Background: an optimization exercise with open tools, aiming at small area and a short achievable clock period. Do not read the settings as production practice.
RTL that was checked went through simulation tests only; none was proved equivalent to the original.
No functional check of the RTL was part of run 2.
Power is estimated from default activity; no workload was simulated.

===== flow/config.mk =====
export PLATFORM = sky130hd
export DESIGN_NAME = processor
export DESIGN_NICKNAME = processor
export VERILOG_FILES = /design/flow/design.v
export SDC_FILE = /design/flow/constraint.sdc
export NUM_CORES = 4
export LEC_CHECK = 0
export ABC_CLOCK_PERIOD_IN_PS = 5000
export CAP_MARGIN = 20
export CORE_MARGIN = 2
export CORE_UTILIZATION = 35
export SETUP_SLACK_MARGIN = 5
export SLEW_MARGIN = 20

===== flow/run.sh =====
#!/bin/bash
# synth_recipe.tcl (not shown) runs the flow's synth.tcl, then flattens the netlist and writes it again
# the make line also repeats each setting of config.mk as NAME=value (left out here)
make -C /OpenROAD-flow-scripts/flow DESIGN_CONFIG=/design/flow/config.mk WORK_HOME=/design/flow/orfs CLKGATE_MAP_FILE= SYNTH_SCRIPT=/design/flow/synth_recipe.tcl finish

===== flow/design.v =====
module mul16(a, b, x, y);
input [15:0] a, b;
output [31:0] x, y;
wire pp0_0 = a[0] & b[0];
wire pp0_1 = a[0] & b[1];
wire pp0_2 = a[0] & b[2];
wire pp0_3 = a[0] & b[3];
wire pp0_4 = a[0] & b[4];
wire pp0_5 = a[0] & b[5];
wire pp0_6 = a[0] & b[6];
wire pp0_7 = a[0] & b[7];
wire pp0_8 = a[0] & b[8];
wire pp0_9 = a[0] & b[9];
wire pp0_10 = a[0] & b[10];
wire pp0_11 = a[0] & b[11];
wire pp0_12 = a[0] & b[12];
wire pp0_13 = a[0] & b[13];
wire pp0_14 = a[0] & b[14];
wire pp0_15 = a[0] & b[15];
wire pp1_0 = a[1] & b[0];
wire pp1_1 = a[1] & b[1];
wire pp1_2 = a[1] & b[2];
wire pp1_3 = a[1] & b[3];
wire pp1_4 = a[1] & b[4];
wire pp1_5 = a[1] & b[5];
wire pp1_6 = a[1] & b[6];
wire pp1_7 = a[1] & b[7];
wire pp1_8 = a[1] & b[8];
wire pp1_9 = a[1] & b[9];
wire pp1_10 = a[1] & b[10];
wire pp1_11 = a[1] & b[11];
wire pp1_12 = a[1] & b[12];
wire pp1_13 = a[1] & b[13];
wire pp1_14 = a[1] & b[14];
wire pp1_15 = a[1] & b[15];
wire pp2_0 = a[2] & b[0];
wire pp2_1 = a[2] & b[1];
wire pp2_2 = a[2] & b[2];
wire pp2_3 = a[2] & b[3];
wire pp2_4 = a[2] & b[4];
wire pp2_5 = a[2] & b[5];
wire pp2_6 = a[2] & b[6];
wire pp2_7 = a[2] & b[7];
wire pp2_8 = a[2] & b[8];
wire pp2_9 = a[2] & b[9];
wire pp2_10 = a[2] & b[10];
wire pp2_11 = a[2] & b[11];
wire pp2_12 = a[2] & b[12];
wire pp2_13 = a[2] & b[13];
wire pp2_14 = a[2] & b[14];
wire pp2_15 = a[2] & b[15];
wire pp3_0 = a[3] & b[0];
wire pp3_1 = a[3] & b[1];
wire pp3_2 = a[3] & b[2];
wire pp3_3 = a[3] & b[3];
wire pp3_4 = a[3] & b[4];
wire pp3_5 = a[3] & b[5];
wire pp3_6 = a[3] & b[6];
wire pp3_7 = a[3] & b[7];
wire pp3_8 = a[3] & b[8];
wire pp3_9 = a[3] & b[9];
wire pp3_10 = a[3] & b[10];
wire pp3_11 = a[3] & b[11];
wire pp3_12 = a[3] & b[12];
wire pp3_13 = a[3] & b[13];
wire pp3_14 = a[3] & b[14];
wire pp3_15 = a[3] & b[15];
wire pp4_0 = a[4] & b[0];
wire pp4_1 = a[4] & b[1];
wire pp4_2 = a[4] & b[2];
wire pp4_3 = a[4] & b[3];
wire pp4_4 = a[4] & b[4];
wire pp4_5 = a[4] & b[5];
wire pp4_6 = a[4] & b[6];
wire pp4_7 = a[4] & b[7];
wire pp4_8 = a[4] & b[8];
wire pp4_9 = a[4] & b[9];
wire pp4_10 = a[4] & b[10];
wire pp4_11 = a[4] & b[11];
wire pp4_12 = a[4] & b[12];
wire pp4_13 = a[4] & b[13];
wire pp4_14 = a[4] & b[14];
wire pp4_15 = a[4] & b[15];
wire pp5_0 = a[5] & b[0];
wire pp5_1 = a[5] & b[1];
wire pp5_2 = a[5] & b[2];
wire pp5_3 = a[5] & b[3];
wire pp5_4 = a[5] & b[4];
wire pp5_5 = a[5] & b[5];
wire pp5_6 = a[5] & b[6];
wire pp5_7 = a[5] & b[7];
wire pp5_8 = a[5] & b[8];
wire pp5_9 = a[5] & b[9];
wire pp5_10 = a[5] & b[10];
wire pp5_11 = a[5] & b[11];
wire pp5_12 = a[5] & b[12];
wire pp5_13 = a[5] & b[13];
wire pp5_14 = a[5] & b[14];
wire pp5_15 = a[5] & b[15];
wire pp6_0 = a[6] & b[0];
wire pp6_1 = a[6] & b[1];
wire pp6_2 = a[6] & b[2];
wire pp6_3 = a[6] & b[3];
wire pp6_4 = a[6] & b[4];
wire pp6_5 = a[6] & b[5];
wire pp6_6 = a[6] & b[6];
wire pp6_7 = a[6] & b[7];
wire pp6_8 = a[6] & b[8];
wire pp6_9 = a[6] & b[9];
wire pp6_10 = a[6] & b[10];
wire pp6_11 = a[6] & b[11];
wire pp6_12 = a[6] & b[12];
wire pp6_13 = a[6] & b[13];
wire pp6_14 = a[6] & b[14];
wire pp6_15 = a[6] & b[15];
wire pp7_0 = a[7] & b[0];
wire pp7_1 = a[7] & b[1];
wire pp7_2 = a[7] & b[2];
wire pp7_3 = a[7] & b[3];
wire pp7_4 = a[7] & b[4];
wire pp7_5 = a[7] & b[5];
wire pp7_6 = a[7] & b[6];
wire pp7_7 = a[7] & b[7];
wire pp7_8 = a[7] & b[8];
wire pp7_9 = a[7] & b[9];
wire pp7_10 = a[7] & b[10];
wire pp7_11 = a[7] & b[11];
wire pp7_12 = a[7] & b[12];
wire pp7_13 = a[7] & b[13];
wire pp7_14 = a[7] & b[14];
wire pp7_15 = a[7] & b[15];
wire pp8_0 = a[8] & b[0];
wire pp8_1 = a[8] & b[1];
wire pp8_2 = a[8] & b[2];
wire pp8_3 = a[8] & b[3];
wire pp8_4 = a[8] & b[4];
wire pp8_5 = a[8] & b[5];
wire pp8_6 = a[8] & b[6];
wire pp8_7 = a[8] & b[7];
wire pp8_8 = a[8] & b[8];
wire pp8_9 = a[8] & b[9];
wire pp8_10 = a[8] & b[10];
wire pp8_11 = a[8] & b[11];
wire pp8_12 = a[8] & b[12];
wire pp8_13 = a[8] & b[13];
wire pp8_14 = a[8] & b[14];
wire pp8_15 = a[8] & b[15];
wire pp9_0 = a[9] & b[0];
wire pp9_1 = a[9] & b[1];
wire pp9_2 = a[9] & b[2];
wire pp9_3 = a[9] & b[3];
wire pp9_4 = a[9] & b[4];
wire pp9_5 = a[9] & b[5];
wire pp9_6 = a[9] & b[6];
wire pp9_7 = a[9] & b[7];
wire pp9_8 = a[9] & b[8];
wire pp9_9 = a[9] & b[9];
wire pp9_10 = a[9] & b[10];
wire pp9_11 = a[9] & b[11];
wire pp9_12 = a[9] & b[12];
wire pp9_13 = a[9] & b[13];
wire pp9_14 = a[9] & b[14];
wire pp9_15 = a[9] & b[15];
wire pp10_0 = a[10] & b[0];
wire pp10_1 = a[10] & b[1];
wire pp10_2 = a[10] & b[2];
wire pp10_3 = a[10] & b[3];
wire pp10_4 = a[10] & b[4];
wire pp10_5 = a[10] & b[5];
wire pp10_6 = a[10] & b[6];
wire pp10_7 = a[10] & b[7];
wire pp10_8 = a[10] & b[8];
wire pp10_9 = a[10] & b[9];
wire pp10_10 = a[10] & b[10];
wire pp10_11 = a[10] & b[11];
wire pp10_12 = a[10] & b[12];
wire pp10_13 = a[10] & b[13];
wire pp10_14 = a[10] & b[14];
wire pp10_15 = a[10] & b[15];
wire pp11_0 = a[11] & b[0];
wire pp11_1 = a[11] & b[1];
wire pp11_2 = a[11] & b[2];
wire pp11_3 = a[11] & b[3];
wire pp11_4 = a[11] & b[4];
wire pp11_5 = a[11] & b[5];
wire pp11_6 = a[11] & b[6];
wire pp11_7 = a[11] & b[7];
wire pp11_8 = a[11] & b[8];
wire pp11_9 = a[11] & b[9];
wire pp11_10 = a[11] & b[10];
wire pp11_11 = a[11] & b[11];
wire pp11_12 = a[11] & b[12];
wire pp11_13 = a[11] & b[13];
wire pp11_14 = a[11] & b[14];
wire pp11_15 = a[11] & b[15];
wire pp12_0 = a[12] & b[0];
wire pp12_1 = a[12] & b[1];
wire pp12_2 = a[12] & b[2];
wire pp12_3 = a[12] & b[3];
wire pp12_4 = a[12] & b[4];
wire pp12_5 = a[12] & b[5];
wire pp12_6 = a[12] & b[6];
wire pp12_7 = a[12] & b[7];
wire pp12_8 = a[12] & b[8];
wire pp12_9 = a[12] & b[9];
wire pp12_10 = a[12] & b[10];
wire pp12_11 = a[12] & b[11];
wire pp12_12 = a[12] & b[12];
wire pp12_13 = a[12] & b[13];
wire pp12_14 = a[12] & b[14];
wire pp12_15 = a[12] & b[15];
wire pp13_0 = a[13] & b[0];
wire pp13_1 = a[13] & b[1];
wire pp13_2 = a[13] & b[2];
wire pp13_3 = a[13] & b[3];
wire pp13_4 = a[13] & b[4];
wire pp13_5 = a[13] & b[5];
wire pp13_6 = a[13] & b[6];
wire pp13_7 = a[13] & b[7];
wire pp13_8 = a[13] & b[8];
wire pp13_9 = a[13] & b[9];
wire pp13_10 = a[13] & b[10];
wire pp13_11 = a[13] & b[11];
wire pp13_12 = a[13] & b[12];
wire pp13_13 = a[13] & b[13];
wire pp13_14 = a[13] & b[14];
wire pp13_15 = a[13] & b[15];
wire pp14_0 = a[14] & b[0];
wire pp14_1 = a[14] & b[1];
wire pp14_2 = a[14] & b[2];
wire pp14_3 = a[14] & b[3];
wire pp14_4 = a[14] & b[4];
wire pp14_5 = a[14] & b[5];
wire pp14_6 = a[14] & b[6];
wire pp14_7 = a[14] & b[7];
wire pp14_8 = a[14] & b[8];
wire pp14_9 = a[14] & b[9];
wire pp14_10 = a[14] & b[10];
wire pp14_11 = a[14] & b[11];
wire pp14_12 = a[14] & b[12];
wire pp14_13 = a[14] & b[13];
wire pp14_14 = a[14] & b[14];
wire pp14_15 = a[14] & b[15];
wire pp15_0 = a[15] & b[0];
wire pp15_1 = a[15] & b[1];
wire pp15_2 = a[15] & b[2];
wire pp15_3 = a[15] & b[3];
wire pp15_4 = a[15] & b[4];
wire pp15_5 = a[15] & b[5];
wire pp15_6 = a[15] & b[6];
wire pp15_7 = a[15] & b[7];
wire pp15_8 = a[15] & b[8];
wire pp15_9 = a[15] & b[9];
wire pp15_10 = a[15] & b[10];
wire pp15_11 = a[15] & b[11];
wire pp15_12 = a[15] & b[12];
wire pp15_13 = a[15] & b[13];
wire pp15_14 = a[15] & b[14];
wire pp15_15 = a[15] & b[15];
wire s0 = pp0_13 ^ pp1_12;
wire c0 = pp0_13 & pp1_12;
wire s1 = pp0_14 ^ pp1_13 ^ pp2_12;
wire c1 = (pp0_14 & pp1_13) | (pp0_14 & pp2_12) | (pp1_13 & pp2_12);
wire s2 = pp3_11 ^ pp4_10;
wire c2 = pp3_11 & pp4_10;
wire s3 = pp0_15 ^ pp1_14 ^ pp2_13;
wire c3 = (pp0_15 & pp1_14) | (pp0_15 & pp2_13) | (pp1_14 & pp2_13);
wire s4 = pp3_12 ^ pp4_11 ^ pp5_10;
wire c4 = (pp3_12 & pp4_11) | (pp3_12 & pp5_10) | (pp4_11 & pp5_10);
wire s5 = pp6_9 ^ pp7_8;
wire c5 = pp6_9 & pp7_8;
wire s6 = pp1_15 ^ pp2_14 ^ pp3_13;
wire c6 = (pp1_15 & pp2_14) | (pp1_15 & pp3_13) | (pp2_14 & pp3_13);
wire s7 = pp4_12 ^ pp5_11 ^ pp6_10;
wire c7 = (pp4_12 & pp5_11) | (pp4_12 & pp6_10) | (pp5_11 & pp6_10);
wire s8 = pp7_9 ^ pp8_8;
wire c8 = pp7_9 & pp8_8;
wire s9 = pp2_15 ^ pp3_14 ^ pp4_13;
wire c9 = (pp2_15 & pp3_14) | (pp2_15 & pp4_13) | (pp3_14 & pp4_13);
wire s10 = pp5_12 ^ pp6_11 ^ pp7_10;
wire c10 = (pp5_12 & pp6_11) | (pp5_12 & pp7_10) | (pp6_11 & pp7_10);
wire s11 = pp3_15 ^ pp4_14 ^ pp5_13;
wire c11 = (pp3_15 & pp4_14) | (pp3_15 & pp5_13) | (pp4_14 & pp5_13);
wire s12 = pp0_9 ^ pp1_8;
wire c12 = pp0_9 & pp1_8;
wire s13 = pp0_10 ^ pp1_9 ^ pp2_8;
wire c13 = (pp0_10 & pp1_9) | (pp0_10 & pp2_8) | (pp1_9 & pp2_8);
wire s14 = pp3_7 ^ pp4_6;
wire c14 = pp3_7 & pp4_6;
wire s15 = pp0_11 ^ pp1_10 ^ pp2_9;
wire c15 = (pp0_11 & pp1_10) | (pp0_11 & pp2_9) | (pp1_10 & pp2_9);
wire s16 = pp3_8 ^ pp4_7 ^ pp5_6;
wire c16 = (pp3_8 & pp4_7) | (pp3_8 & pp5_6) | (pp4_7 & pp5_6);
wire s17 = pp6_5 ^ pp7_4;
wire c17 = pp6_5 & pp7_4;
wire s18 = pp0_12 ^ pp1_11 ^ pp2_10;
wire c18 = (pp0_12 & pp1_11) | (pp0_12 & pp2_10) | (pp1_11 & pp2_10);
wire s19 = pp3_9 ^ pp4_8 ^ pp5_7;
wire c19 = (pp3_9 & pp4_8) | (pp3_9 & pp5_7) | (pp4_8 & pp5_7);
wire s20 = pp6_6 ^ pp7_5 ^ pp8_4;
wire c20 = (pp6_6 & pp7_5) | (pp6_6 & pp8_4) | (pp7_5 & pp8_4);
wire s21 = pp9_3 ^ pp10_2;
wire c21 = pp9_3 & pp10_2;
wire s22 = pp2_11 ^ pp3_10 ^ pp4_9;
wire c22 = (pp2_11 & pp3_10) | (pp2_11 & pp4_9) | (pp3_10 & pp4_9);
wire s23 = pp5_8 ^ pp6_7 ^ pp7_6;
wire c23 = (pp5_8 & pp6_7) | (pp5_8 & pp7_6) | (pp6_7 & pp7_6);
wire s24 = pp8_5 ^ pp9_4 ^ pp10_3;
wire c24 = (pp8_5 & pp9_4) | (pp8_5 & pp10_3) | (pp9_4 & pp10_3);
wire s25 = pp11_2 ^ pp12_1 ^ pp13_0;
wire c25 = (pp11_2 & pp12_1) | (pp11_2 & pp13_0) | (pp12_1 & pp13_0);
wire s26 = pp5_9 ^ pp6_8 ^ pp7_7;
wire c26 = (pp5_9 & pp6_8) | (pp5_9 & pp7_7) | (pp6_8 & pp7_7);
wire s27 = pp8_6 ^ pp9_5 ^ pp10_4;
wire c27 = (pp8_6 & pp9_5) | (pp8_6 & pp10_4) | (pp9_5 & pp10_4);
wire s28 = pp11_3 ^ pp12_2 ^ pp13_1;
wire c28 = (pp11_3 & pp12_2) | (pp11_3 & pp13_1) | (pp12_2 & pp13_1);
wire s29 = pp14_0 ^ s1 ^ s2;
wire c29 = (pp14_0 & s1) | (pp14_0 & s2) | (s1 & s2);
wire s30 = pp8_7 ^ pp9_6 ^ pp10_5;
wire c30 = (pp8_7 & pp9_6) | (pp8_7 & pp10_5) | (pp9_6 & pp10_5);
wire s31 = pp11_4 ^ pp12_3 ^ pp13_2;
wire c31 = (pp11_4 & pp12_3) | (pp11_4 & pp13_2) | (pp12_3 & pp13_2);
wire s32 = pp14_1 ^ pp15_0 ^ s3;
wire c32 = (pp14_1 & pp15_0) | (pp14_1 & s3) | (pp15_0 & s3);
wire s33 = s4 ^ s5 ^ c1;
wire c33 = (s4 & s5) | (s4 & c1) | (s5 & c1);
wire s34 = pp9_7 ^ pp10_6 ^ pp11_5;
wire c34 = (pp9_7 & pp10_6) | (pp9_7 & pp11_5) | (pp10_6 & pp11_5);
wire s35 = pp12_4 ^ pp13_3 ^ pp14_2;
wire c35 = (pp12_4 & pp13_3) | (pp12_4 & pp14_2) | (pp13_3 & pp14_2);
wire s36 = pp15_1 ^ s6 ^ s7;
wire c36 = (pp15_1 & s6) | (pp15_1 & s7) | (s6 & s7);
wire s37 = s8 ^ c3 ^ c4;
wire c37 = (s8 & c3) | (s8 & c4) | (c3 & c4);
wire s38 = pp8_9 ^ pp9_8 ^ pp10_7;
wire c38 = (pp8_9 & pp9_8) | (pp8_9 & pp10_7) | (pp9_8 & pp10_7);
wire s39 = pp11_6 ^ pp12_5 ^ pp13_4;
wire c39 = (pp11_6 & pp12_5) | (pp11_6 & pp13_4) | (pp12_5 & pp13_4);
wire s40 = pp14_3 ^ pp15_2 ^ s9;
wire c40 = (pp14_3 & pp15_2) | (pp14_3 & s9) | (pp15_2 & s9);
wire s41 = s10 ^ c6 ^ c7;
wire c41 = (s10 & c6) | (s10 & c7) | (c6 & c7);
wire s42 = pp6_12 ^ pp7_11 ^ pp8_10;
wire c42 = (pp6_12 & pp7_11) | (pp6_12 & pp8_10) | (pp7_11 & pp8_10);
wire s43 = pp9_9 ^ pp10_8 ^ pp11_7;
wire c43 = (pp9_9 & pp10_8) | (pp9_9 & pp11_7) | (pp10_8 & pp11_7);
wire s44 = pp12_6 ^ pp13_5 ^ pp14_4;
wire c44 = (pp12_6 & pp13_5) | (pp12_6 & pp14_4) | (pp13_5 & pp14_4);
wire s45 = pp15_3 ^ s11 ^ c9;
wire c45 = (pp15_3 & s11) | (pp15_3 & c9) | (s11 & c9);
wire s46 = pp4_15 ^ pp5_14 ^ pp6_13;
wire c46 = (pp4_15 & pp5_14) | (pp4_15 & pp6_13) | (pp5_14 & pp6_13);
wire s47 = pp7_12 ^ pp8_11 ^ pp9_10;
wire c47 = (pp7_12 & pp8_11) | (pp7_12 & pp9_10) | (pp8_11 & pp9_10);
wire s48 = pp10_9 ^ pp11_8 ^ pp12_7;
wire c48 = (pp10_9 & pp11_8) | (pp10_9 & pp12_7) | (pp11_8 & pp12_7);
wire s49 = pp13_6 ^ pp14_5 ^ pp15_4;
wire c49 = (pp13_6 & pp14_5) | (pp13_6 & pp15_4) | (pp14_5 & pp15_4);
wire s50 = pp5_15 ^ pp6_14 ^ pp7_13;
wire c50 = (pp5_15 & pp6_14) | (pp5_15 & pp7_13) | (pp6_14 & pp7_13);
wire s51 = pp8_12 ^ pp9_11 ^ pp10_10;
wire c51 = (pp8_12 & pp9_11) | (pp8_12 & pp10_10) | (pp9_11 & pp10_10);
wire s52 = pp11_9 ^ pp12_8 ^ pp13_7;
wire c52 = (pp11_9 & pp12_8) | (pp11_9 & pp13_7) | (pp12_8 & pp13_7);
wire s53 = pp6_15 ^ pp7_14 ^ pp8_13;
wire c53 = (pp6_15 & pp7_14) | (pp6_15 & pp8_13) | (pp7_14 & pp8_13);
wire s54 = pp9_12 ^ pp10_11 ^ pp11_10;
wire c54 = (pp9_12 & pp10_11) | (pp9_12 & pp11_10) | (pp10_11 & pp11_10);
wire s55 = pp7_15 ^ pp8_14 ^ pp9_13;
wire c55 = (pp7_15 & pp8_14) | (pp7_15 & pp9_13) | (pp8_14 & pp9_13);
wire s56 = pp0_6 ^ pp1_5;
wire c56 = pp0_6 & pp1_5;
wire s57 = pp0_7 ^ pp1_6 ^ pp2_5;
wire c57 = (pp0_7 & pp1_6) | (pp0_7 & pp2_5) | (pp1_6 & pp2_5);
wire s58 = pp3_4 ^ pp4_3;
wire c58 = pp3_4 & pp4_3;
wire s59 = pp0_8 ^ pp1_7 ^ pp2_6;
wire c59 = (pp0_8 & pp1_7) | (pp0_8 & pp2_6) | (pp1_7 & pp2_6);
wire s60 = pp3_5 ^ pp4_4 ^ pp5_3;
wire c60 = (pp3_5 & pp4_4) | (pp3_5 & pp5_3) | (pp4_4 & pp5_3);
wire s61 = pp6_2 ^ pp7_1;
wire c61 = pp6_2 & pp7_1;
wire s62 = pp2_7 ^ pp3_6 ^ pp4_5;
wire c62 = (pp2_7 & pp3_6) | (pp2_7 & pp4_5) | (pp3_6 & pp4_5);
wire s63 = pp5_4 ^ pp6_3 ^ pp7_2;
wire c63 = (pp5_4 & pp6_3) | (pp5_4 & pp7_2) | (pp6_3 & pp7_2);
wire s64 = pp8_1 ^ pp9_0 ^ s12;
wire c64 = (pp8_1 & pp9_0) | (pp8_1 & s12) | (pp9_0 & s12);
wire s65 = pp5_5 ^ pp6_4 ^ pp7_3;
wire c65 = (pp5_5 & pp6_4) | (pp5_5 & pp7_3) | (pp6_4 & pp7_3);
wire s66 = pp8_2 ^ pp9_1 ^ pp10_0;
wire c66 = (pp8_2 & pp9_1) | (pp8_2 & pp10_0) | (pp9_1 & pp10_0);
wire s67 = s13 ^ s14 ^ c12;
wire c67 = (s13 & s14) | (s13 & c12) | (s14 & c12);
wire s68 = pp8_3 ^ pp9_2 ^ pp10_1;
wire c68 = (pp8_3 & pp9_2) | (pp8_3 & pp10_1) | (pp9_2 & pp10_1);
wire s69 = pp11_0 ^ s15 ^ s16;
wire c69 = (pp11_0 & s15) | (pp11_0 & s16) | (s15 & s16);
wire s70 = s17 ^ c13 ^ c14;
wire c70 = (s17 & c13) | (s17 & c14) | (c13 & c14);
wire s71 = pp11_1 ^ pp12_0 ^ s18;
wire c71 = (pp11_1 & pp12_0) | (pp11_1 & s18) | (pp12_0 & s18);
wire s72 = s19 ^ s20 ^ s21;
wire c72 = (s19 & s20) | (s19 & s21) | (s20 & s21);
wire s73 = c15 ^ c16 ^ c17;
wire c73 = (c15 & c16) | (c15 & c17) | (c16 & c17);
wire s74 = s0 ^ s22 ^ s23;
wire c74 = (s0 & s22) | (s0 & s23) | (s22 & s23);
wire s75 = s24 ^ s25 ^ c18;
wire c75 = (s24 & s25) | (s24 & c18) | (s25 & c18);
wire s76 = c19 ^ c20 ^ c21;
wire c76 = (c19 & c20) | (c19 & c21) | (c20 & c21);
wire s77 = c0 ^ s26 ^ s27;
wire c77 = (c0 & s26) | (c0 & s27) | (s26 & s27);
wire s78 = s28 ^ s29 ^ c22;
wire c78 = (s28 & s29) | (s28 & c22) | (s29 & c22);
wire s79 = c23 ^ c24 ^ c25;
wire c79 = (c23 & c24) | (c23 & c25) | (c24 & c25);
wire s80 = c2 ^ s30 ^ s31;
wire c80 = (c2 & s30) | (c2 & s31) | (s30 & s31);
wire s81 = s32 ^ s33 ^ c26;
wire c81 = (s32 & s33) | (s32 & c26) | (s33 & c26);
wire s82 = c27 ^ c28 ^ c29;
wire c82 = (c27 & c28) | (c27 & c29) | (c28 & c29);
wire s83 = c5 ^ s34 ^ s35;
wire c83 = (c5 & s34) | (c5 & s35) | (s34 & s35);
wire s84 = s36 ^ s37 ^ c30;
wire c84 = (s36 & s37) | (s36 & c30) | (s37 & c30);
wire s85 = c31 ^ c32 ^ c33;
wire c85 = (c31 & c32) | (c31 & c33) | (c32 & c33);
wire s86 = c8 ^ s38 ^ s39;
wire c86 = (c8 & s38) | (c8 & s39) | (s38 & s39);
wire s87 = s40 ^ s41 ^ c34;
wire c87 = (s40 & s41) | (s40 & c34) | (s41 & c34);
wire s88 = c35 ^ c36 ^ c37;
wire c88 = (c35 & c36) | (c35 & c37) | (c36 & c37);
wire s89 = c10 ^ s42 ^ s43;
wire c89 = (c10 & s42) | (c10 & s43) | (s42 & s43);
wire s90 = s44 ^ s45 ^ c38;
wire c90 = (s44 & s45) | (s44 & c38) | (s45 & c38);
wire s91 = c39 ^ c40 ^ c41;
wire c91 = (c39 & c40) | (c39 & c41) | (c40 & c41);
wire s92 = c11 ^ s46 ^ s47;
wire c92 = (c11 & s46) | (c11 & s47) | (s46 & s47);
wire s93 = s48 ^ s49 ^ c42;
wire c93 = (s48 & s49) | (s48 & c42) | (s49 & c42);
wire s94 = c43 ^ c44 ^ c45;
wire c94 = (c43 & c44) | (c43 & c45) | (c44 & c45);
wire s95 = pp14_6 ^ pp15_5 ^ s50;
wire c95 = (pp14_6 & pp15_5) | (pp14_6 & s50) | (pp15_5 & s50);
wire s96 = s51 ^ s52 ^ c46;
wire c96 = (s51 & s52) | (s51 & c46) | (s52 & c46);
wire s97 = c47 ^ c48 ^ c49;
wire c97 = (c47 & c48) | (c47 & c49) | (c48 & c49);
wire s98 = pp12_9 ^ pp13_8 ^ pp14_7;
wire c98 = (pp12_9 & pp13_8) | (pp12_9 & pp14_7) | (pp13_8 & pp14_7);
wire s99 = pp15_6 ^ s53 ^ s54;
wire c99 = (pp15_6 & s53) | (pp15_6 & s54) | (s53 & s54);
wire s100 = c50 ^ c51 ^ c52;
wire c100 = (c50 & c51) | (c50 & c52) | (c51 & c52);
wire s101 = pp10_12 ^ pp11_11 ^ pp12_10;
wire c101 = (pp10_12 & pp11_11) | (pp10_12 & pp12_10) | (pp11_11 & pp12_10);
wire s102 = pp13_9 ^ pp14_8 ^ pp15_7;
wire c102 = (pp13_9 & pp14_8) | (pp13_9 & pp15_7) | (pp14_8 & pp15_7);
wire s103 = s55 ^ c53 ^ c54;
wire c103 = (s55 & c53) | (s55 & c54) | (c53 & c54);
wire s104 = pp8_15 ^ pp9_14 ^ pp10_13;
wire c104 = (pp8_15 & pp9_14) | (pp8_15 & pp10_13) | (pp9_14 & pp10_13);
wire s105 = pp11_12 ^ pp12_11 ^ pp13_10;
wire c105 = (pp11_12 & pp12_11) | (pp11_12 & pp13_10) | (pp12_11 & pp13_10);
wire s106 = pp14_9 ^ pp15_8 ^ c55;
wire c106 = (pp14_9 & pp15_8) | (pp14_9 & c55) | (pp15_8 & c55);
wire s107 = pp9_15 ^ pp10_14 ^ pp11_13;
wire c107 = (pp9_15 & pp10_14) | (pp9_15 & pp11_13) | (pp10_14 & pp11_13);
wire s108 = pp12_12 ^ pp13_11 ^ pp14_10;
wire c108 = (pp12_12 & pp13_11) | (pp12_12 & pp14_10) | (pp13_11 & pp14_10);
wire s109 = pp10_15 ^ pp11_14 ^ pp12_13;
wire c109 = (pp10_15 & pp11_14) | (pp10_15 & pp12_13) | (pp11_14 & pp12_13);
wire s110 = pp0_4 ^ pp1_3;
wire c110 = pp0_4 & pp1_3;
wire s111 = pp0_5 ^ pp1_4 ^ pp2_3;
wire c111 = (pp0_5 & pp1_4) | (pp0_5 & pp2_3) | (pp1_4 & pp2_3);
wire s112 = pp3_2 ^ pp4_1;
wire c112 = pp3_2 & pp4_1;
wire s113 = pp2_4 ^ pp3_3 ^ pp4_2;
wire c113 = (pp2_4 & pp3_3) | (pp2_4 & pp4_2) | (pp3_3 & pp4_2);
wire s114 = pp5_1 ^ pp6_0 ^ s56;
wire c114 = (pp5_1 & pp6_0) | (pp5_1 & s56) | (pp6_0 & s56);
wire s115 = pp5_2 ^ pp6_1 ^ pp7_0;
wire c115 = (pp5_2 & pp6_1) | (pp5_2 & pp7_0) | (pp6_1 & pp7_0);
wire s116 = s57 ^ s58 ^ c56;
wire c116 = (s57 & s58) | (s57 & c56) | (s58 & c56);
wire s117 = pp8_0 ^ s59 ^ s60;
wire c117 = (pp8_0 & s59) | (pp8_0 & s60) | (s59 & s60);
wire s118 = s61 ^ c57 ^ c58;
wire c118 = (s61 & c57) | (s61 & c58) | (c57 & c58);
wire s119 = s62 ^ s63 ^ s64;
wire c119 = (s62 & s63) | (s62 & s64) | (s63 & s64);
wire s120 = c59 ^ c60 ^ c61;
wire c120 = (c59 & c60) | (c59 & c61) | (c60 & c61);
wire s121 = s65 ^ s66 ^ s67;
wire c121 = (s65 & s66) | (s65 & s67) | (s66 & s67);
wire s122 = c62 ^ c63 ^ c64;
wire c122 = (c62 & c63) | (c62 & c64) | (c63 & c64);
wire s123 = s68 ^ s69 ^ s70;
wire c123 = (s68 & s69) | (s68 & s70) | (s69 & s70);
wire s124 = c65 ^ c66 ^ c67;
wire c124 = (c65 & c66) | (c65 & c67) | (c66 & c67);
wire s125 = s71 ^ s72 ^ s73;
wire c125 = (s71 & s72) | (s71 & s73) | (s72 & s73);
wire s126 = c68 ^ c69 ^ c70;
wire c126 = (c68 & c69) | (c68 & c70) | (c69 & c70);
wire s127 = s74 ^ s75 ^ s76;
wire c127 = (s74 & s75) | (s74 & s76) | (s75 & s76);
wire s128 = c71 ^ c72 ^ c73;
wire c128 = (c71 & c72) | (c71 & c73) | (c72 & c73);
wire s129 = s77 ^ s78 ^ s79;
wire c129 = (s77 & s78) | (s77 & s79) | (s78 & s79);
wire s130 = c74 ^ c75 ^ c76;
wire c130 = (c74 & c75) | (c74 & c76) | (c75 & c76);
wire s131 = s80 ^ s81 ^ s82;
wire c131 = (s80 & s81) | (s80 & s82) | (s81 & s82);
wire s132 = c77 ^ c78 ^ c79;
wire c132 = (c77 & c78) | (c77 & c79) | (c78 & c79);
wire s133 = s83 ^ s84 ^ s85;
wire c133 = (s83 & s84) | (s83 & s85) | (s84 & s85);
wire s134 = c80 ^ c81 ^ c82;
wire c134 = (c80 & c81) | (c80 & c82) | (c81 & c82);
wire s135 = s86 ^ s87 ^ s88;
wire c135 = (s86 & s87) | (s86 & s88) | (s87 & s88);
wire s136 = c83 ^ c84 ^ c85;
wire c136 = (c83 & c84) | (c83 & c85) | (c84 & c85);
wire s137 = s89 ^ s90 ^ s91;
wire c137 = (s89 & s90) | (s89 & s91) | (s90 & s91);
wire s138 = c86 ^ c87 ^ c88;
wire c138 = (c86 & c87) | (c86 & c88) | (c87 & c88);
wire s139 = s92 ^ s93 ^ s94;
wire c139 = (s92 & s93) | (s92 & s94) | (s93 & s94);
wire s140 = c89 ^ c90 ^ c91;
wire c140 = (c89 & c90) | (c89 & c91) | (c90 & c91);
wire s141 = s95 ^ s96 ^ s97;
wire c141 = (s95 & s96) | (s95 & s97) | (s96 & s97);
wire s142 = c92 ^ c93 ^ c94;
wire c142 = (c92 & c93) | (c92 & c94) | (c93 & c94);
wire s143 = s98 ^ s99 ^ s100;
wire c143 = (s98 & s99) | (s98 & s100) | (s99 & s100);
wire s144 = c95 ^ c96 ^ c97;
wire c144 = (c95 & c96) | (c95 & c97) | (c96 & c97);
wire s145 = s101 ^ s102 ^ s103;
wire c145 = (s101 & s102) | (s101 & s103) | (s102 & s103);
wire s146 = c98 ^ c99 ^ c100;
wire c146 = (c98 & c99) | (c98 & c100) | (c99 & c100);
wire s147 = s104 ^ s105 ^ s106;
wire c147 = (s104 & s105) | (s104 & s106) | (s105 & s106);
wire s148 = c101 ^ c102 ^ c103;
wire c148 = (c101 & c102) | (c101 & c103) | (c102 & c103);
wire s149 = pp15_9 ^ s107 ^ s108;
wire c149 = (pp15_9 & s107) | (pp15_9 & s108) | (s107 & s108);
wire s150 = c104 ^ c105 ^ c106;
wire c150 = (c104 & c105) | (c104 & c106) | (c105 & c106);
wire s151 = pp13_12 ^ pp14_11 ^ pp15_10;
wire c151 = (pp13_12 & pp14_11) | (pp13_12 & pp15_10) | (pp14_11 & pp15_10);
wire s152 = s109 ^ c107 ^ c108;
wire c152 = (s109 & c107) | (s109 & c108) | (c107 & c108);
wire s153 = pp11_15 ^ pp12_14 ^ pp13_13;
wire c153 = (pp11_15 & pp12_14) | (pp11_15 & pp13_13) | (pp12_14 & pp13_13);
wire s154 = pp14_12 ^ pp15_11 ^ c109;
wire c154 = (pp14_12 & pp15_11) | (pp14_12 & c109) | (pp15_11 & c109);
wire s155 = pp12_15 ^ pp13_14 ^ pp14_13;
wire c155 = (pp12_15 & pp13_14) | (pp12_15 & pp14_13) | (pp13_14 & pp14_13);
wire s156 = pp0_3 ^ pp1_2;
wire c156 = pp0_3 & pp1_2;
wire s157 = pp2_2 ^ pp3_1 ^ pp4_0;
wire c157 = (pp2_2 & pp3_1) | (pp2_2 & pp4_0) | (pp3_1 & pp4_0);
wire s158 = pp5_0 ^ s111 ^ s112;
wire c158 = (pp5_0 & s111) | (pp5_0 & s112) | (s111 & s112);
wire s159 = s113 ^ s114 ^ c111;
wire c159 = (s113 & s114) | (s113 & c111) | (s114 & c111);
wire s160 = s115 ^ s116 ^ c113;
wire c160 = (s115 & s116) | (s115 & c113) | (s116 & c113);
wire s161 = s117 ^ s118 ^ c115;
wire c161 = (s117 & s118) | (s117 & c115) | (s118 & c115);
wire s162 = s119 ^ s120 ^ c117;
wire c162 = (s119 & s120) | (s119 & c117) | (s120 & c117);
wire s163 = s121 ^ s122 ^ c119;
wire c163 = (s121 & s122) | (s121 & c119) | (s122 & c119);
wire s164 = s123 ^ s124 ^ c121;
wire c164 = (s123 & s124) | (s123 & c121) | (s124 & c121);
wire s165 = s125 ^ s126 ^ c123;
wire c165 = (s125 & s126) | (s125 & c123) | (s126 & c123);
wire s166 = s127 ^ s128 ^ c125;
wire c166 = (s127 & s128) | (s127 & c125) | (s128 & c125);
wire s167 = s129 ^ s130 ^ c127;
wire c167 = (s129 & s130) | (s129 & c127) | (s130 & c127);
wire s168 = s131 ^ s132 ^ c129;
wire c168 = (s131 & s132) | (s131 & c129) | (s132 & c129);
wire s169 = s133 ^ s134 ^ c131;
wire c169 = (s133 & s134) | (s133 & c131) | (s134 & c131);
wire s170 = s135 ^ s136 ^ c133;
wire c170 = (s135 & s136) | (s135 & c133) | (s136 & c133);
wire s171 = s137 ^ s138 ^ c135;
wire c171 = (s137 & s138) | (s137 & c135) | (s138 & c135);
wire s172 = s139 ^ s140 ^ c137;
wire c172 = (s139 & s140) | (s139 & c137) | (s140 & c137);
wire s173 = s141 ^ s142 ^ c139;
wire c173 = (s141 & s142) | (s141 & c139) | (s142 & c139);
wire s174 = s143 ^ s144 ^ c141;
wire c174 = (s143 & s144) | (s143 & c141) | (s144 & c141);
wire s175 = s145 ^ s146 ^ c143;
wire c175 = (s145 & s146) | (s145 & c143) | (s146 & c143);
wire s176 = s147 ^ s148 ^ c145;
wire c176 = (s147 & s148) | (s147 & c145) | (s148 & c145);
wire s177 = s149 ^ s150 ^ c147;
wire c177 = (s149 & s150) | (s149 & c147) | (s150 & c147);
wire s178 = s151 ^ s152 ^ c149;
wire c178 = (s151 & s152) | (s151 & c149) | (s152 & c149);
wire s179 = s153 ^ s154 ^ c151;
wire c179 = (s153 & s154) | (s153 & c151) | (s154 & c151);
wire s180 = pp15_12 ^ s155 ^ c153;
wire c180 = (pp15_12 & s155) | (pp15_12 & c153) | (s155 & c153);
wire s181 = pp13_15 ^ pp14_14 ^ pp15_13;
wire c181 = (pp13_15 & pp14_14) | (pp13_15 & pp15_13) | (pp14_14 & pp15_13);
wire s182 = pp0_2 ^ pp1_1;
wire c182 = pp0_2 & pp1_1;
wire s183 = pp2_1 ^ pp3_0 ^ s156;
wire c183 = (pp2_1 & pp3_0) | (pp2_1 & s156) | (pp3_0 & s156);
wire s184 = s110 ^ s157 ^ c156;
wire c184 = (s110 & s157) | (s110 & c156) | (s157 & c156);
wire s185 = c110 ^ s158 ^ c157;
wire c185 = (c110 & s158) | (c110 & c157) | (s158 & c157);
wire s186 = c112 ^ s159 ^ c158;
wire c186 = (c112 & s159) | (c112 & c158) | (s159 & c158);
wire s187 = c114 ^ s160 ^ c159;
wire c187 = (c114 & s160) | (c114 & c159) | (s160 & c159);
wire s188 = c116 ^ s161 ^ c160;
wire c188 = (c116 & s161) | (c116 & c160) | (s161 & c160);
wire s189 = c118 ^ s162 ^ c161;
wire c189 = (c118 & s162) | (c118 & c161) | (s162 & c161);
wire s190 = c120 ^ s163 ^ c162;
wire c190 = (c120 & s163) | (c120 & c162) | (s163 & c162);
wire s191 = c122 ^ s164 ^ c163;
wire c191 = (c122 & s164) | (c122 & c163) | (s164 & c163);
wire s192 = c124 ^ s165 ^ c164;
wire c192 = (c124 & s165) | (c124 & c164) | (s165 & c164);
wire s193 = c126 ^ s166 ^ c165;
wire c193 = (c126 & s166) | (c126 & c165) | (s166 & c165);
wire s194 = c128 ^ s167 ^ c166;
wire c194 = (c128 & s167) | (c128 & c166) | (s167 & c166);
wire s195 = c130 ^ s168 ^ c167;
wire c195 = (c130 & s168) | (c130 & c167) | (s168 & c167);
wire s196 = c132 ^ s169 ^ c168;
wire c196 = (c132 & s169) | (c132 & c168) | (s169 & c168);
wire s197 = c134 ^ s170 ^ c169;
wire c197 = (c134 & s170) | (c134 & c169) | (s170 & c169);
wire s198 = c136 ^ s171 ^ c170;
wire c198 = (c136 & s171) | (c136 & c170) | (s171 & c170);
wire s199 = c138 ^ s172 ^ c171;
wire c199 = (c138 & s172) | (c138 & c171) | (s172 & c171);
wire s200 = c140 ^ s173 ^ c172;
wire c200 = (c140 & s173) | (c140 & c172) | (s173 & c172);
wire s201 = c142 ^ s174 ^ c173;
wire c201 = (c142 & s174) | (c142 & c173) | (s174 & c173);
wire s202 = c144 ^ s175 ^ c174;
wire c202 = (c144 & s175) | (c144 & c174) | (s175 & c174);
wire s203 = c146 ^ s176 ^ c175;
wire c203 = (c146 & s176) | (c146 & c175) | (s176 & c175);
wire s204 = c148 ^ s177 ^ c176;
wire c204 = (c148 & s177) | (c148 & c176) | (s177 & c176);
wire s205 = c150 ^ s178 ^ c177;
wire c205 = (c150 & s178) | (c150 & c177) | (s178 & c177);
wire s206 = c152 ^ s179 ^ c178;
wire c206 = (c152 & s179) | (c152 & c178) | (s179 & c178);
wire s207 = c154 ^ s180 ^ c179;
wire c207 = (c154 & s180) | (c154 & c179) | (s180 & c179);
wire s208 = c155 ^ s181 ^ c180;
wire c208 = (c155 & s181) | (c155 & c180) | (s181 & c180);
wire s209 = pp14_15 ^ pp15_14 ^ c181;
wire c209 = (pp14_15 & pp15_14) | (pp14_15 & c181) | (pp15_14 & c181);
assign x = {1'b0, pp15_15, s209, s208, s207, s206, s205, s204, s203, s202, s201, s200, s199, s198, s197, s196, s195, s194, s193, s192, s191, s190, s189, s188, s187, s186, s185, s184, s183, pp2_0, pp0_1, pp0_0};
assign y = {1'b0, c209, c208, c207, c206, c205, c204, c203, c202, c201, c200, c199, c198, c197, c196, c195, c194, c193, c192, c191, c190, c189, c188, c187, c186, c185, c184, c183, c182, s182, pp1_0, 1'b0};
endmodule
module processor(clock,reset,imem_addr,imem_data,wb_en,wb_addr,wb_data,flags);
input clock,reset;
output [7:0] imem_addr;
input [15:0] imem_data;
output wb_en;
output [2:0] wb_addr;
output [15:0] wb_data;
output [3:0] flags;
reg [7:0] pc;
reg [15:0] ir;
reg [3:0] fl;             
reg [15:0] rf [0:7];
reg [7:0] rv;
reg [15:0] dm [0:9];
reg [9:0] dv;
reg [14:0] hx, hy;       
reg hc;
reg [15:0] lo;
reg hlv;
reg [15:0] opa, opb;      
reg s_sum, s_shl, s_shr, s_or, s_and, s_mem, s_lo, s_hi;
wire [3:0] op = ir[3:0];
wire [2:0] rd = ir[6:4];
wire [2:0] f  = ir[15:13];
wire [5:0] c6 = ir[15:10];
wire [15:0] sx = {1'b0, {9{c6[5]}}, c6};
wire fZ = fl[3], fN = fl[2], fC = fl[1], fV = fl[0];
wire [15:0] A = opa;
wire [15:0] B = opb;
wire [16:0] sum = {1'b0, A} + {1'b0, B};
wire [16:0] shl = {1'b0, A} << f;
reg [15:0] shr;
integer b;
always @* for (b = 0; b < 16; b = b + 1) shr[b] = shl[15 - b];
wire addok = (op == 4'd0) & ((f == 3'd0) | ((f == 3'd1) & fN) | ((f == 3'd2) & fZ));
wire [16:0] res = ({17{s_sum}} & sum) | ({17{s_shl}} & shl) | ({17{s_shr}} & {1'b0, shr}) |
                  ({17{s_or}} & {1'b0, A | B}) | ({17{s_and}} & {1'b0, A & B});
wire [9:0] hit;
genvar k;
generate
  for (k = 0; k < 10; k = k + 1) begin : g_hit
    wire [15:0] kk = k;
    wire [15:0] t = A ^ sx ^ kk;
    wire [15:1] g = (A[14:0] & sx[14:0]) | (A[14:0] & t[14:0]) | (sx[14:0] & t[14:0]);
    assign hit[k] = ~t[0] & ~|(t[15:1] ^ g);
  end
endgenerate
wire ahi0 = &((A[15:5] ^ sx[15:5]) ~^ (A[14:4] | sx[14:4])) & ~sum[4];
reg [15:0] mword;
always @* begin
  case (sum[3:0])
    4'd0: mword = dv[0] ? dm[0] : 16'h4000;
    4'd1: mword = dv[1] ? dm[1] : 16'h4001;
    4'd2: mword = dv[2] ? dm[2] : 16'h4002;
    4'd3: mword = dv[3] ? dm[3] : 16'h4003;
    4'd4: mword = dv[4] ? dm[4] : 16'h4004;
    4'd5: mword = dv[5] ? dm[5] : 16'h4005;
    4'd6: mword = dv[6] ? dm[6] : 16'h4006;
    4'd7: mword = dv[7] ? dm[7] : 16'h4007;
    4'd8: mword = dv[8] ? dm[8] : 16'h4008;
    4'd9: mword = dv[9] ? dm[9] : 16'h4009;
    default: mword = 16'd0;
  endcase
end
wire [15:0] mdata = ahi0 ? mword : 16'd0;
integer j;
wire [31:0] mx, my;
mul16 u_mul(.a(A), .b(B), .x(mx), .y(my));
wire [16:0] P = {1'b0, mx[15:0]} + {1'b0, my[15:0]};    
wire p16 = P[16] ^ mx[16] ^ my[16];                     
wire [15:0] hsum = {1'b0, hx} + {1'b0, hy} + hc;
wire pz_hi = &((mx[31:17] ^ my[31:17]) ~^ (mx[30:16] | my[30:16])) & ~p16;
wire [15:0] wd = res[15:0] | ({16{s_mem}} & mdata) | ({16{s_lo & hlv}} & lo) |
                 ({16{s_hi & hlv}} & {1'b0, hsum[15:1]});
wire we = addok | (op == 4'd1) | (op == 4'd2) | (op == 4'd3) | (op == 4'd4) |
          (op == 4'd5) | (op == 4'd6) | (op == 4'd7) | (op == 4'd11) | (op == 4'd12);
wire setfl = addok | (op == 4'd1) | (op == 4'd2) | (op == 4'd3) | (op == 4'd4) | (op == 4'd5);
wire st = (op == 4'd8);
wire mul = (op == 4'd10);
always @(posedge clock) begin
  if (we) rf[rd] <= wd;
  for (j = 0; j < 10; j = j + 1)
    if (st & hit[j]) dm[j] <= B;
  if (mul) begin
    hx <= mx[30:16];
    hy <= my[30:16];
    hc <= P[16];
    lo <= P[15:0];
  end
end
always @(posedge clock, posedge reset) begin
  if (reset) begin
    rv <= 8'd0;
    dv <= 10'd0;
    hlv <= 1'b0;
  end else begin
    if (we) rv[rd] <= 1'b1;
    for (j = 0; j < 10; j = j + 1)
      if (st & hit[j]) dv[j] <= 1'b1;
    if (mul) hlv <= 1'b1;
  end
end
always @(posedge clock, posedge reset) begin
  if (reset)
    fl <= 4'd0;
  else if (setfl)
    fl <= {res == 17'd0, res[16:15] == 2'b01, (op == 4'd0) & res[16], res[16]};
  else if (mul)
    fl <= {(A == 16'd0) | (B == 16'd0), pz_hi & P[15], 2'b00};
end
wire [3:0] nop = imem_data[3:0];
wire [2:0] nrs = imem_data[9:7];
wire [2:0] nrt = (nop == 4'd8) ? imem_data[6:4] : imem_data[12:10];
wire [5:0] nc6 = imem_data[15:10];
wire [15:0] nsx = {1'b0, {9{nc6[5]}}, nc6};
wire nimm = (nop == 4'd5) | (nop == 4'd6) | (nop == 4'd7);
wire nli = (nop == 4'd6);
wire [15:0] rA = (rv[nrs] & ~nli) ? rf[nrs] : 16'd0;
wire [15:0] rB = rv[nrt] ? rf[nrt] : 16'd0;
wire fwa = we & (rd == nrs) & ~nli;
wire nsr = (nop == 4'd2);
wire [15:0] ra_in = fwa ? wd : rA;
reg [15:0] ra_rev;
always @* for (b = 0; b < 16; b = b + 1) ra_rev[b] = ra_in[15 - b];
wire fwb = we & (rd == nrt);
wire brc = (op == 4'd9) & (((f == 3'd1) & fN) | ((f == 3'd2) & fZ) | ((f == 3'd3) & fV) | ((f == 3'd4) & fC));
wire jmp = (op == 4'd9) & (f == 3'd0);
always @(posedge clock, posedge reset) begin
  if (reset) begin
    pc <= 8'd0;
    ir <= 16'd0;
    opa <= 16'd0;
    opb <= 16'd0;
    s_sum <= 1'b1;
    s_shl <= 1'b0;
    s_shr <= 1'b0;
    s_or <= 1'b0;
    s_and <= 1'b0;
    s_mem <= 1'b0;
    s_lo <= 1'b0;
    s_hi <= 1'b0;
  end else begin
    ir <= imem_data;
    opa <= nsr ? ra_rev : ra_in;
    opb <= nimm ? nsx : fwb ? wd : rB;
    s_sum <= (nop == 4'd0) | (nop == 4'd5) | (nop == 4'd6);
    s_shl <= (nop == 4'd1);
    s_shr <= (nop == 4'd2);
    s_or <= (nop == 4'd3);
    s_and <= (nop == 4'd4);
    s_mem <= (nop == 4'd7);
    s_lo <= (nop == 4'd11);
    s_hi <= (nop == 4'd12);
    if (jmp) pc <= pc + ir[11:4];
    else if (brc) pc <= ir[11:4];
    else pc <= pc + 8'd1;
  end
end
assign imem_addr = pc;
assign wb_en = we;
assign wb_addr = rd;
assign wb_data = wd;
assign flags = fl;
endmodule

===== flow/constraint.sdc =====
create_clock -name core_clock -period 11.0 [get_ports {clock}]
set_input_delay 2.2000 -clock core_clock [delete_from_list [all_inputs] [get_ports {clock}]]
set_output_delay 2.2000 -clock core_clock [all_outputs]
set_load 0.01 [all_outputs]

==> results of run 1 <==
registers in the layout, summed over array words and instances, names as in the netlist, 15 cells and up:
register / cells
dm: 160
rf: 128
ir: 16
lo: 16
opa: 16
opb: 16
hx: 15
hy: 15
worst reg2reg max path: stages (launching register included):
cell	delay (ns)
dfrtp_4	0.65
inv_1	0.43
nor2_1	0.12
fa_1	0.51
inv_1	0.06
fa_1	0.42
inv_1	0.09
fa_1	0.45
fa_1	0.57
inv_1	0.05
fa_1	0.47
fa_1	0.48
ha_1	0.24
xor2_1	0.29
nand4_1	0.19
nor4_4	0.49
a31o_2	0.23
placed cells by master, fill, tap and decap left out, types with 35 or more instances in the layout:
cell type | netlist | layout
nand3_1 | 38 | 35
a21oi_1 | 67 | 60
edfxtp_1 | 335 | 335
xnor2_1 | 51 | 47
buf_4 | 7 | 146
fa_1 | 199 | 198
mux2i_1 | 46 | 44
nand2_1 | 221 | 219
dfrtp_1 | 86 | 76
mux4_2 | 81 | 81
clkbuf_16 | 0 | 48
o21ai_0 | 56 | 51
inv_1 | 273 | 257
ha_1 | 121 | 108
nor2_1 | 209 | 202
stage by stage:
stage	power, uW	util (%)
detailed placement	5739	37.65
global placement	5672	37.63
CTS	7718	41.78
global route	8258	42.24
finish	7791	42.25
floorplan	4511	-
worst max-delay path by stage:
stage | startpoint | to | depth (start not counted)
floorplan | opa[1] | wb_data[7] | 11
global placement | opb[0] | wb_data[7] | 9
detailed placement | opb[0] | wb_data[7] | 9
CTS | hx[0] | wb_data[7] | 10
global route | opa[2] | wb_data[12] | 12
finish | opa[2] | wb_data[12] | 12
cell families (layout without fill, tap and decap cells):
| family | after synthesis | in the layout | synth area share (%) |
|---|---|---|---|
| simple gates | 658 | 659 | 10.72 |
| mux | 149 | 149 | 8.949 |
| buf+inv | 409 | 615 | 5.592 |
| fa+ha+maj | 320 | 320 | 19.41 |
| other cells | 0 | 1 | 0 |
| compound gates | 377 | 377 | 9.559 |
| flops | 422 | 422 | 43.20 |
| xor+xnor | 83 | 83 | 2.566 |
cell type report:
type,instances,area (um^2)
diodes,1,2.502
clock buffers,66,1297
clock inverters,20,274.0
fillers,7446,46370
inverters,291,1201
multi-input cells,1588,15340
flip-flops and latches,422,12260
well taps,1060,1326
repair buffers,237,2201
repair inverters,1,7.507
metal layers:
| metal | up-vias | part of all wire [%] | global-route usage (%) | wire, um |
|---|---|---|---|---|
| met5 | - | 0.041 | 0 | 42 |
| met1 | 11070 | 41 | 33.53 | 41280 |
| li1 | 8962 | - | - | - |
| met2 | 1221 | 45 | 37.87 | 45730 |
| met4 | 6 | 5.7 | 11.61 | 5781 |
| met3 | 264 | 8.6 | 4.218 | 8772 |
timing repair:
item / in CTS / in global routing
setup endpoints to repair: 17 / 17
gates cloned: 4 / 1
endpoints found under the hold margin: 0 / 0
pin swaps: 43 / 31
buffers inserted: 103 / 14
resized for setup: 246 / 65
report_power, final:
group	internal, uW	leakage, uW	switching, uW
Clock	927	0.000758	675
Combinational	1620	0.00796	2480
Sequential	1970	0.00414	110
Total	4520	0.0129	3270
==> run_results.csv, run 1 <==
group,metric,value,unit
yosys,yosysMostFrequentCell,"edfxtp_1",
yosys,yosys_register_bits,422,
global_routing,grt_pass1_vias,21710,
yosys,synth.distinct_cells,89,
setup_path,ff2ff_setup_slack,5.17,ns
global_routing,grt_usage,24.48,%
cells_and_area,final_cell_area,33920,um^2
floorplanning,dieArea,83220,um^2
setup_path,critPathLaunchType,"flop",
flow_run,maxCapViolations,0,
floorplanning,rows,104,
min_path,min_path_type,"flop to flop",
clock_tree,cts_htree_levels,2,
pwr,power_density,229.7,nW/um^2
cells_and_area,layout-area-overhead-vs-synth,19.74,%
setup_path,r2r_end,"fl[2]",
floorplanning,io-pin-count,50,
placed_design,io_buffer_count,49,
yosys,synth_area_leader_cell,"edfxtp_1",
min_path,hold_path_depth,1,
yosys,synth_top_area_share,35.51,%
timing,finalCritPeriodShare,54.61,%
setup_path,worst-path-buf-inv,5,
detailed_routing,vias_per_cell,5.838,
detailed_routing,ant_nets,0,
yosys,yosys-top-cells-area,"edfxtp_1, fa_1, dfrtp_1",
floorplanning,start_util,35.28,%
min_path,hold_end,"rv[5]",
cells_and_area,drive_gt1_share,21.26,%
timing,slew_headroom,29.26,%
timing,holdWs,0.4884,ns
setup_path,end_kind,"output port",
detailed_routing,wirelength,101.6,mm
timing,period_needed,6.007,ns
yosys,ys_seq_area_share,43.20,%
pwr,p_leak,0.01286,uW
floorplanning,die_w,288.5,um
clock_tree,clkSinkCount,422,
placed_design,hpwl,71.10,mm
floorplanning,die_y,288.5,um
setup_path,reg2reg_depth,16,
placed_design,placed_cells,3477,
setup_path,worst-setup-path-type,"flop to output port",
setup_path,cp_max_fo,11,
min_path,worstHoldStart,"rv[5]",
detailed_routing,drc,0,
yosys,syn_nets,2756,
yosys,yosysWarnings,2,
setup_path,cpMaxStageDelayCell,"a2111o_2",
yosys,syn_avg_cell_area,11.71,um^2
global_routing,grt_pass1_wl,148.7,mm
clock_tree,clk_pin_slew_worst_paths,0.06,ns
timing,rsz0062_at_grt,"yes",
clock_tree,numCtsBuffers,46,
global_routing,antenna_found_initial,7,
timing,setup_slack,4.993,ns
clock_tree,cts_root_buffer,"clkbuf_16",
detailed_routing,wl_per_cell,27.57,um
clock_tree,clock_path_buffers,3,
status,outcome,"finished clean",
setup_path,r2r_start,"opb[15]",
clock_tree,clock_latency,0.62,ns
timing,finalHoldViolCount,0,
yosys,syn_inst,2418,
detailed_routing,vias,21520,
pwr,ir_drop,0.0002232,V
yosys,synth_edf_count,335,
timing,tightest_slew,1.054,ns
yosys,async_reset_ff_share,20.62,%
floorplanning,coreArea,80290,um^2
yosys,ys_top_cells_by_count,"edfxtp_1, inv_1, nand2_1, nor2_1, fa_1",
clock_tree,cts_hold_buf,0,
setup_path,cpPeakStageDelay,0.53,ns
setup_path,crit_family,"compound AO/OA/AOI/OAI gates",
detailed_routing,drtPass1Iterations,8,
setup_path,required,8.80,ns
global_routing,gr-total-overflow,0,
yosys,yosys_most_used_dff,"edfxtp_1",
timing,finClkSkew,0.02680,ns
timing,tns,0,ns
placed_design,place_ws,3.091,ns
global_routing,grt_max_degree,71,
clock_tree,cts_tree,"done",
timing,finalSetupViolCount,0,
cells_and_area,final_nets,2925,
cells_and_area,fin_cells,3686,
detailed_routing,first_iter_violations,2456,
timing,slew_violations,0,
yosys,syn-cell-area,28330,um^2
setup_path,critPathArrivalTime,3.81,ns
placed_design,placed_area,30230,um^2
setup_path,path_common_cell,"buf_4",
timing,fmax,166.5,MHz
placed_design,gp_congestion,0.9683,
setup_path,worstPathCellList,"buf_4 -> ha_1 -> a211o_4 -> nand3_4 -> buf_12 -> a2111oi_2 -> buf_4 -> buf_4 -> a222oi_1 -> a31oi_1 -> a2111o_2 -> buf_2",
==> run 2: changes to the inputs <==
--- a/flow/design.v
+++ b/flow/design.v
@@ -708,3 +708,5 @@
 wire [15:0] sx = {1'b0, {9{c6[5]}}, c6};
-wire fZ = fl[3], fN = fl[2], fC = fl[1], fV = fl[0];
+reg nm;                   
+wire mulN;
+wire fZ = fl[3], fN = nm ? mulN : fl[2], fC = fl[1], fV = fl[0];
 wire [15:0] A = opa;
@@ -751,5 +753,6 @@
 wire [16:0] P = {1'b0, mx[15:0]} + {1'b0, my[15:0]};    
-wire p16 = P[16] ^ mx[16] ^ my[16];                     
 wire [15:0] hsum = {1'b0, hx} + {1'b0, hy} + hc;
-wire pz_hi = &((mx[31:17] ^ my[31:17]) ~^ (mx[30:16] | my[30:16])) & ~p16;
+wire mp16 = hc ^ hx[0] ^ hy[0];                         
+wire mpz = &((hx[14:1] ^ hy[14:1]) ~^ (hx[13:0] | hy[13:0])) & ~(hx[14] | hy[14]) & ~mp16;
+assign mulN = mpz & lo[15];
 wire [15:0] wd = res[15:0] | ({16{s_mem}} & mdata) | ({16{s_lo & hlv}} & lo) |
@@ -785,8 +788,12 @@
 always @(posedge clock, posedge reset) begin
-  if (reset)
+  if (reset) begin
     fl <= 4'd0;
-  else if (setfl)
+    nm <= 1'b0;
+  end else if (setfl) begin
     fl <= {res == 17'd0, res[16:15] == 2'b01, (op == 4'd0) & res[16], res[16]};
-  else if (mul)
-    fl <= {(A == 16'd0) | (B == 16'd0), pz_hi & P[15], 2'b00};
+    nm <= 1'b0;
+  end else if (mul) begin
+    fl <= {(A == 16'd0) | (B == 16'd0), 3'b000};
+    nm <= 1'b1;
+  end
 end
@@ -844,3 +851,3 @@
 assign wb_data = wd;
-assign flags = fl;
+assign flags = {fZ, fN, fC, fV};
 endmodule
==> run_results.csv, run 2 <==
group,metric,value,unit
status,outcome,"finished clean",
cells_and_area,top_register,"dm",
yosys,synth_edf_count,335,
setup_path,critPathLaunchType,"flop",
setup_path,cp-endpoint,"wb_data[8]",
timing,slew_headroom,30.59,%
global_routing,grt_pass1_wl,145.8,mm
clock_tree,cts_htree_levels,2,
setup_path,end_kind,"output port",
detailed_routing,drc,0,
yosys,synthSimpleGateAreaFrac,11.17,%
cells_and_area,multi_input_area,15800,um^2
global_routing,grt_usage,23.09,%
setup_path,required,8.80,ns
setup_path,cp_num_cells,12,
timing,slew_violations,0,
yosys,synth_fa_ha_area_share,19.10,%
yosys,synth-compound-area-share,9.761,%
clock_tree,clkSinkCount,423,
global_routing,gr-total-overflow,0,
setup_path,worst-path-buf-inv,3,
setup_path,worst-setup-path-type,"flop to output port",
clock_tree,clock_latency,0.61,ns
clock_tree,clock_path_buffers,3,
setup_path,crit_family,"compound AO/OA/AOI/OAI gates",
yosys,ys_top_cells_by_count,"edfxtp_1, inv_1, nor2_1, fa_1, nand2_1",
global_routing,antenna_found_initial,0,
timing,rsz0062_at_grt,"yes",
yosys,synthXorXnorAreaFrac,2.390,%
floorplanning,die_y,291.3,um
cells_and_area,final_cell_mix,"edfxtp_1, inv_1, nor2_1",
setup_path,r2r_end,"lo[14]",
cells_and_area,drive_gt1_share,22.32,%
pwr,p_leak,0.01355,uW
timing,finalSetupViolCount,0,
yosys,syn_nets,2849,
yosys,yosysMostFrequentCell,"edfxtp_1",
cells_and_area,num_antenna_cells,0,
floorplanning,coreArea,81850,um^2
floorplanning,die_w,291.3,um
setup_path,critPathArrivalTime,4.04,ns
detailed_routing,vias,21980,
global_routing,grt_pass1_vias,22090,
setup_path,ff2ff_setup_slack,5.26,ns
yosys,synth_top_family_by_area,"adder cells",
global_routing,grt_max_degree,62,
yosys,syn_inst,2510,
setup_path,cp-startpoint,"opb[0]",
timing,period_needed,6.240,ns
setup_path,r2r_start,"opb[10]",
yosys,synth_area_leader_cell,"edfxtp_1",
timing,finalHoldViolCount,0,
floorplanning,io-pin-count,50,
pwr,power_density,241.6,nW/um^2
cells_and_area,largest_reg_flops,160,
detailed_routing,wl_per_cell,26.07,um
timing,fmax,160.3,MHz
yosys,syn-cell-area,28890,um^2
cells_and_area,final_common_cell,"edfxtp_1",
placed_design,hpwl,69.29,mm
yosys,synth_mux_area_share,8.856,%
clock_tree,numCtsBuffers,47,
cells_and_area,utilization,42.61,%
floorplanning,start_util,35.30,%
setup_path,worstPathCellList,"ha_4 -> fa_2 -> buf_12 -> nor2b_4 -> and3_4 -> buf_6 -> a222oi_1 -> mux2_4 -> a31o_4 -> nand3_4 -> or2_4 -> buf_6",
pwr,ir_drop,0.0002971,V
setup_path,cp_max_fo,5,
detailed_routing,first_iter_violations,2481,
yosys,ys_seq_area_share,42.44,%
clock_tree,cts_root_buffer,"clkbuf_16",
setup_path,cpMaxStageDelayCell,"a222oi_1",
timing,tns,0,ns
yosys,yosys-top-cells-area,"edfxtp_1, fa_1, dfrtp_1",
cells_and_area,seq_area,12290,um^2
clock_tree,cts_tree,"done",
detailed_routing,vias_per_cell,5.794,
setup_path,cpPeakStageDelay,0.61,ns
placed_design,io_buffer_count,49,
yosys,syn_avg_cell_area,11.51,um^2
placed_design,gp_congestion,0.9787,
detailed_routing,ant_nets,0,
cells_and_area,layout-area-overhead-vs-synth,20.71,%
yosys,yosysWarnings,2,
yosys,synth_top_area_share,34.82,%
yosys,synth.distinct_cells,87,
min_path,min_path_type,"flop to flop",
timing,tightest_slew,1.041,ns
setup_path,path_common_cell,"buf_6",
timing,finalCritPeriodShare,56.73,%
setup_path,reg2reg_depth,15,
floorplanning,dieArea,84860,um^2
flow_run,maxCapViolations,0,
detailed_routing,wirelength,98.93,mm
detailed_routing,drtPass1Iterations,6,
min_path,worstHoldStart,"fl[2]",
timing,finClkSkew,0.04145,ns
cells_and_area,fillerInstances,7462,
yosys,yosys_most_used_dff,"edfxtp_1",
floorplanning,rows,105,
yosys,async_reset_ff_share,20.80,%
yosys,yosys_register_bits,423,
cells_and_area,largest_registers,"dm (160), rf (128)",
clock_tree,clk_pin_slew_worst_paths,0.07,ns
cells_and_area,final_nets,3027,
## run 2: kinds of logic (layout without fill, tap and decap cells)
| family | after synthesis | in the layout |
|---|---|---|
| AOI/OAI and AO/OA | 387 | 387 |
| adders and majority gates | 321 | 321 |
| buffers and inverters | 461 | 675 |
| xor gates and xnor gates | 78 | 78 |
| DFF | 423 | 423 |
| and+or+nand+nor | 689 | 689 |
| muxes | 151 | 151 |
## run 2: worst min path at each step
stage	end	slack (ns)	depth (start not counted)
global placement	rv[6]	0.47	1
floorplan	rv[0]	0.45	1
finish	fl[2]	0.50	2
detailed placement	fl[2]	0.48	2
CTS	fl[2]	0.50	2
global route	dv[8]	0.54	2
## run 2: layout make-up
class | instances | area share (%)
clock buffers | 62 | 3.864
clock inverters | 23 | 0.7426
inverters | 315 | 3.674
repair buffers | 275 | 7.344
flip-flops and latches | 423 | 35.23
multi-input cells | 1626 | 45.31
well taps | 1070 | 3.839
## run 2: timing repair
item / 4_1_cts / 5_1_grt
gates resized for setup: 291 / 38
cloned: 7 / 0
hold buffers: 0 / 0
setup endpoints to repair: 19 / 22
pin swaps: 71 / 49
setup buffers: 123 / 21
## run 2: worst min-delay path, delay by kind of cell (launching register included)
family / cells / cell delay [ns]
compound gates: 1 / 0.07
flops: 1 / 0.33
simple gates: 1 / 0.06
## run 2: per-layer routing
| metal | wire (um) | GRT usage, % |
|---|---|---|
| met5 | 0 | 0 |
| met4 | 5431 | 11.06 |
| met3 | 8182 | 3.703 |
| met2 | 46030 | 37.45 |
| met1 | 39280 | 30.23 |
## run 2: where the power goes
part / internal (uW) / switching (uW)
logic: 1860 / 2740
registers: 2060 / 130
clock network: 961 / 676
## run 2: stage by stage
step	power [uW]	cells	hold slack, ns	setup WS (ns)	cell area [um^2]
6_report	8427	3794	0.4960	4.760	34880
5_1_grt	8976	3794	0.5395	4.719	34880
4_1_cts	8379	3772	0.4968	4.801	34540
3_5_place_dp	6193	3557	0.4831	3.081	30700
3_3_place_gp	6131	3557	0.4687	3.341	30700
2_1_floorplan	4826	2510	0.4485	5.304	28890

==> re-timing with driven ports <==
How much do the figures lean on ideal ports? The routed layouts below were timed once more, with nothing changed but the port constraints.
Step 1, drivers: a clkbuf_16 drives clock and a buf_2 each remaining input, both assumed.
Step 2 adds t to the input delays and takes it off the output delays; t is the mean of the earliest and latest rising clock arrival at the registers after step 1. Input paths then give back, and output paths get back, about the clock's delay inside the block.
a / b / c = no drivers / after step 1 / after step 2; a / b = the first two.
| run | t (ns) | slack for setup (ns) | worst setup path at the end | worst slew at a driven data input, ns | cell pins on the clock port's net |
|---|---|---|---|---|---|
| run 1 | 0.661 | 4.993 / 4.934 / 4.943 | input to register | 0.08 | 1 |
| run 2 | 0.655 | 4.760 / 4.697 / 4.772 | input to register | 0.06 | 1 |
After both steps setup and hold are still met in every run listed. For run 1, which loses most, drivers alone change the setup slack by -0.059 ns; drivers and shift together by -0.050 ns.
